Source: an optimization exercise on an open RTL-to-GDS flow (aim: small area). Production flows keep margins and buffers that such runs may drop. Function was checked by simulation only, so behaviour that the tests miss may differ from the original. Power is estimated from default activity; no workload was simulated.

--- design.v ---
package arp_packet_generator_package;
	typedef logic [47:0] mac_address;
	typedef logic [31:0] ip_address;
	typedef logic [15:0] arp_operator;
	typedef logic [543:0] arp_packet;
	localparam [55:0] PREAMBLE = 56'h55555555555555;
	localparam [7:0] SFD = 8'hd5;
	localparam [15:0] ARP_ETHERTYPE = 16'h0806;
	localparam [15:0] HTYPE = 16'd1;
	localparam [15:0] PTYPE = 16'h0800;
	localparam [7:0] HLEN = 8'd6;
	localparam [7:0] PLEN = 8'd4;
	localparam [143:0] PADDING = 144'd0;
endpackage 
package crc_32_byte_package;
	localparam [31:0] CRC_POLY = 32'h04c11db7;
	localparam [31:0] CRC_INITIAL_VALUE = 32'hffffffff;
endpackage
import crc_32_byte_package::*;
module crc_32_byte
(
	input wire clk,
	input wire rst_n,
	input wire [7:0] data_in,
	input wire crc_en,
	input wire clr,
	output logic [31:0] crc_out,
	output logic crc_ready
);
	function automatic logic [7:0] revers_byts(logic [7:0] data_to_revers);
		logic [7:0] reversed;
		for(int i = 0; i < 8; i++) begin
			reversed[i] = data_to_revers[7-i];
		end
		revers_byts = reversed;
	endfunction
	function automatic logic [31:0] not_reverse_4_byts(logic [31:0] data_to_revers_and_not);
		logic [31:0] reversed;
		begin
			for (int i = 0; i < 32; i = i + 1) begin
				reversed[i] = ~data_to_revers_and_not[31-i];
			end
			not_reverse_4_byts = reversed;
		end
	endfunction
	logic [31:0] crc_reg;
	logic [31:0] crc_next;
	logic [31:0] crc_out_reg;
	logic [31:0] crc_out_next;
	logic crc_ready_reg;
	logic crc_ready_next;
	assign crc_out = crc_out_reg;
	assign crc_ready = crc_ready_reg;
	always_comb begin
		crc_next = crc_reg;
		crc_out_next = crc_out_reg;
		crc_ready_next = crc_ready_reg;
		if(clr == 1'b1) begin
			crc_next = CRC_INITIAL_VALUE;
			crc_out_next = 32'd0;
			crc_ready_next = 1'b0;
		end else begin
			if(crc_en == 1'b1) begin
				crc_next = crc_next ^ {revers_byts(data_in), 24'd0};
				for(integer i = 0; i < 8; i++) begin
					if(crc_next[31] == 1'b1) begin
						crc_next = {crc_next[30:0], 1'b0} ^ CRC_POLY;
					end else begin
						crc_next = {crc_next[30:0], 1'b0};
					end
				end
				crc_out_next = not_reverse_4_byts(crc_next);
				crc_ready_next = 1'b1;
			end
		end
	end
	always_ff@(posedge clk or negedge rst_n) begin
		if(rst_n == 1'b0) begin
			crc_reg <= CRC_INITIAL_VALUE;
			crc_out_reg <= 32'd0;
			crc_ready_reg <= 1'b0;
		end else begin
			crc_reg <= crc_next;
			crc_out_reg <= crc_out_next;
			crc_ready_reg <= crc_ready_next;
		end
	end
endmodule 
import arp_packet_generator_package::*;
import crc_32_byte_package::*;
module arp_packet_generator
(
	input wire clk,
	input wire rst_n,
	input wire [47:0] src_mac_add,
	input wire [47:0] des_mac_add,
	input wire [31:0] src_ip_add,
	input wire [31:0] des_ip_add,
	input wire [15:0] operator,
	input wire req,
	output logic gmii_tx_en,
	output logic [7:0] gmii_txd
);
	logic [543:0] packet;
	enum {STATE_IDLE, STATE_PRE_SFD, STATE_DATA, STATE_FCS} state_mashine;
	logic [5:0] cnt;
	logic crc_en;
	logic crc_clr;
	logic crc_ready;
	logic [31:0] crc_out;
	crc_32_byte u0
	(
		.clk(clk),
		.rst_n(rst_n),
		.data_in(packet[543-:8]),
		.crc_en(crc_en),
		.clr(crc_clr),
		.crc_out(crc_out),
		.crc_ready(crc_ready)
	);
	always_ff@(posedge clk or negedge rst_n) begin
		if(rst_n == 1'b0) begin
			packet <= '0;
			gmii_tx_en <= 1'b0;
			gmii_txd <= 8'd0;
			cnt <= 6'd0;
			crc_en <= 1'b0;
			crc_clr <= 1'b0;
			state_mashine <= STATE_IDLE;
		end else begin
			case(state_mashine)
				STATE_IDLE: begin
					crc_clr <= 1'b1;
					gmii_tx_en <= 1'b0;
					gmii_txd <= 8'd0;
					if(req == 1'b1) begin
						packet <= {PREAMBLE, SFD, des_mac_add,
									  src_mac_add, ARP_ETHERTYPE,
									  HTYPE, PTYPE, HLEN, PLEN,
									  operator, src_mac_add,
									  src_ip_add, des_mac_add,
									  des_ip_add, PADDING
									 };
						state_mashine <= STATE_PRE_SFD;
					end
				end
				STATE_PRE_SFD: begin
					crc_clr <= 1'b0;
					gmii_tx_en <= 1'b1;
					gmii_txd <= packet[543-:8];
					packet <= {packet[535:0], 8'd0};
					if(packet[543-:8] == SFD) begin
						crc_en <= 1'b1;
					end
					if(gmii_txd == 8'hd5) begin
						state_mashine <= STATE_DATA;
						cnt <= cnt + 6'd1;
					end
				end
				STATE_DATA: begin
					if(cnt == 6'd60) begin
						gmii_txd <= crc_out[7:0];
						cnt <= 6'd1;
						state_mashine <= STATE_FCS;
					end else begin
						gmii_txd <= packet[543-:8];
						packet <= {packet[535:0], 8'd0};
						cnt <= cnt + 6'd1;
						if(cnt == 6'd59) begin
							crc_en <= 1'b0;
						end
					end
				end
				STATE_FCS: begin
					if(cnt == 6'd3) begin
						gmii_txd <= crc_out[31:24];
						cnt <= 6'd0;
						state_mashine <= STATE_IDLE; 
					end else begin
						cnt <= cnt + 6'd1;
						case(cnt)
							6'd2: begin
								gmii_txd <= crc_out[23:16];
							end
							6'd1: begin
								gmii_txd <= crc_out[15:8];
							end
						endcase
					end
				end
			endcase
		end
	end
endmodule 
--- run.sh ---
#!/bin/bash
# synth_recipe.tcl (not shown) runs the flow's synth.tcl, then flattens the netlist and writes it again
# the make line also repeats each setting of config.mk as NAME=value (left out here)
make -C /OpenROAD-flow-scripts/flow DESIGN_CONFIG=/design/flow/config.mk WORK_HOME=/design/flow/orfs CLKGATE_MAP_FILE= SYNTH_SCRIPT=/design/flow/synth_recipe.tcl finish
--- config.mk ---
export PLATFORM = sky130hd
export DESIGN_NAME = arp_packet_generator
export DESIGN_NICKNAME = arp_packet_generator
export VERILOG_FILES = /design/flow/design.v
export SDC_FILE = /design/flow/constraint.sdc
export NUM_CORES = 4
export LEC_CHECK = 0
export CAP_MARGIN = 20
export CORE_MARGIN = 2
export CORE_UTILIZATION = 40
export SLEW_MARGIN = 20
--- constraint.sdc ---
create_clock -name core_clock -period 5.0 [get_ports {clk}]
set_input_delay 1.0000 -clock core_clock [delete_from_list [all_inputs] [get_ports {clk}]]
set_output_delay 1.0000 -clock core_clock [all_outputs]
set_load 0.01 [all_outputs]
==> results_dict.tcl <==
set metrics [dict create \
    drive_gt1_share_pct 6.89 \
    clk_latency_ps 610 \
    holdBufCountCts 0 \
    r2r-end "packet[269]" \
    fp.coreArea_um2 53700 \
    finalHoldViolCount 0 \
    leakage_nw 12.0 \
    ys_seq_area_share_pct 55.9 \
    r2r_cells 6 \
    maxSlewHeadroom_pct 29.0 \
    grt_max_degree 240 \
    fp-row-count 85 \
    hold_ws_ps 402 \
    power.density_nw_per_um2 315 \
    finalNetCount 2540 \
    via_per_inst 5.17 \
    grt_pass1_wl_um 86300 \
    synth_top_area_share_pct 52.0 \
    tritoncts "yes" \
    die_w_um 237 \
    cts_sinks 483 \
    finalCritPeriodShare_pct 55.0 \
    r2r_slack_ps 2250 \
    antenna_found_initial 10 \
    outcome "complete, no violations" \
    drc 0 \
    grt_pass1_vias 15900 \
    worst_pin_slew_ps 1060 \
    dr.pass1.iters 5 \
    synth_commonest_cells "nand2_1 (453), dfrtp_1 (451), o21ai_0 (304)" \
    crit_path_cell_trace "inv_1, ha_1, nand4_1, o311ai_4, buf_12, o21ai_0" \
    yosys-top-cells-area "dfrtp_1 (52%), nand2_1 (7.8%), o21ai_0 (7.0%)" \
    crit_type "reg -> reg" \
    port_buffers 187 \
    dr.first_iter.drc_count 1172 \
    r2r-start "state_mashine[0]" \
    syn_nets 2446 \
    cp-end-kind "flip-flop" \
    synth_ff_type "dfrtp_1" \
    vias 16000 \
    grt_overflow 0 \
    finalSetupViolCount 0 \
    finalWorstPathRequiredPeriod_ps 2750 \
    async_flop_share_pct 100 \
    finalClockSkew_ps 27.9 \
    avgSynthCellArea_um2 9.61 \
    finalSetupTns_ps 0 \
    synth.largest_area_cell "dfrtp_1" \
    largest_reg_flops 400 \
    cp_slowest_cell "buf_12" \
    hold_path_class "in -> async" \
    yosysMostFrequentCell "nand2_1" \
    synth_edf_count 0 \
    grt_usage_pct 19.2 \
    drt-total-wl_um 53400 \
    fmax_mhz 364 \
    gp_routability_congestion 0.829 \
    critPathLaunchType "flip-flop" \
    ys_seq_elements 483 \
    numCtsBuffers 53 \
    netlist_area_um2 21700 \
    synth_cells 2259 \
    drtAntennaViolNets 0 \
    num_io_pins 188 \
    areaGrowthSynthToFinish_pct 19.3 \
    cp.arrival_ps 3180 \
    peakVddDrop_mv 0.254 \
    h-tree-depth 2 \
    die_h_um 237 \
    clock_path_buffers 3 \
    clk_pin_slew_ps 60 \
    synth_warnings 2 \
    wl_per_cell_um 17.3 \
    synth.distinct_cells 54 \
    cts_setup_buffers 0 \
    die-area_um2 56100 \
    crit_start "state_mashine[0]" \
    required_ps 5430 \
    cts-root-buf "clkbuf_16" \
    drv_slew 0 \
    crit_fanout 239 \
    initial_core_util_pct 40.4 \
    max_cap_viol_count 0 \
    post_cts_resized 0 \
    cp_slowest_stage_delay_ps 550 \
    rsz0062_at_grt "false" \
    dp_hpwl_um 35600 \
]
==> critical path, delay by kind of cell (launching register included) <==
kind | cells | cell delay, ps
DFF | 1 | 400
adders and majority gates | 1 | 410
AOI/OAI and AO/OA | 2 | 500
and+or+nand+nor | 1 | 310
buffers and inverters | 2 | 700
==> kinds of logic after synthesis <==
group / after synthesis / share of synthesized area [%]
and+or+nand+nor: 761 / 15.7
AOI/OAI and AO/OA: 640 / 16.0
DFF: 483 / 55.9
buffers and inverters: 221 / 4.21
muxes: 80 / 3.70
xor gates and xnor gates: 66 / 4.11
adders and majority gates: 8 / 0.461
==> through the flow <==
step / cell area (µm²) / setup slack, ps / util (%) / power (mW) / instances
after floorplan: 21700 / 2850 / - / 3.99 / 2259
after global placement: 24100 / 1840 / 44.8 / 4.24 / 2994
after detailed placement: 24100 / 1800 / 44.8 / 4.24 / 2994
after CTS: 25900 / 2250 / 48.2 / 8.29 / 3090
after global routing: 25900 / 1990 / 48.2 / 8.45 / 3091
final: 25900 / 2250 / 48.2 / 8.16 / 3092
==> layout make-up <==
class / count / area [µm²]
clock buffers: 84 / 1610
flip-flops and latches: 483 / 12100
fillers: 4944 / 27800
well taps: 696 / 871
clock inverters: 12 / 198
diodes: 2 / 5.00
inverters: 54 / 203
repair buffers: 206 / 2170
multi-input cells: 1555 / 8700
==> placed cells by master, fill, tap and decap left out, types with 5 or more instances in the layout <==
cell and instances:
o21ai_0 304, inv_1 54, nor3_1 7, clkdlybuf4s50_1 186
buf_4 7, nor2b_1 98, nand3_1 99, nand2b_1 6
xor3_1 5, ha_1 7, a21o_1 7, dfstp_2 32
nor2_1 58, xnor2_1 37, xnor3_1 7, a211oi_1 16
a21oi_1 238, clkbuf_16 53, nand3b_1 8, a31oi_1 28
xnor2_2 9, clkbuf_8 17, nor3b_1 14, a22o_1 12
clkbuf_1 14, buf_12 12, dfrtp_1 449, nand2_1 453
mux2i_1 79, o21a_1 17
==> routing by layer <==
layer / track usage [%] / part of all wire (%) / up-vias
met5: 0 / 0.13 / -
met2: 29.8 / 45 / 325
met1: 26.9 / 46 / 7734
li1: - / - / 7816
met3: 4.17 / 5.5 / 90
met4: 6.44 / 2.8 / 12
==> power by group <==
group	switching [mW]	leakage, nW	internal (mW)
clock network	1.63	0.878	2.37
registers	0	6.53	3.91
logic	0.111	4.57	0.139
==> worst max path at each step <==
stage | endpoint | cells past startpoint
after floorplan | packet[347] | 7
after global placement | packet[495] | 6
after detailed placement | packet[487] | 6
after CTS | packet[269] | 6
after global routing | packet[260] | 6
final | packet[269] | 6

port drivers added, routing unchanged:
In the flow no input, the clock included, has a driving cell. The finished layout below was timed again as built, in two steps.
Step 1, drivers: a clkbuf_16 drives clk and a buf_2 each remaining input, both assumed.
Step 2 also shifts input and output timing later by t, the mid clock arrival at the registers, as if the neighbouring blocks saw the same clock.
Slacks: no drivers / after step 1 / after step 2; pairs: no drivers / after step 1.
shift t [ns]: 0.655
slack for setup (ns): 2.252 / 2.252 / 1.805
worst setup path at the end: input to register
slew at the worst register clock pin (ns): 0.06 / 0.06
After both steps setup and hold are still met in this run. For this run, drivers alone change the setup slack by 0.000 ns; drivers and shift together by -0.447 ns.
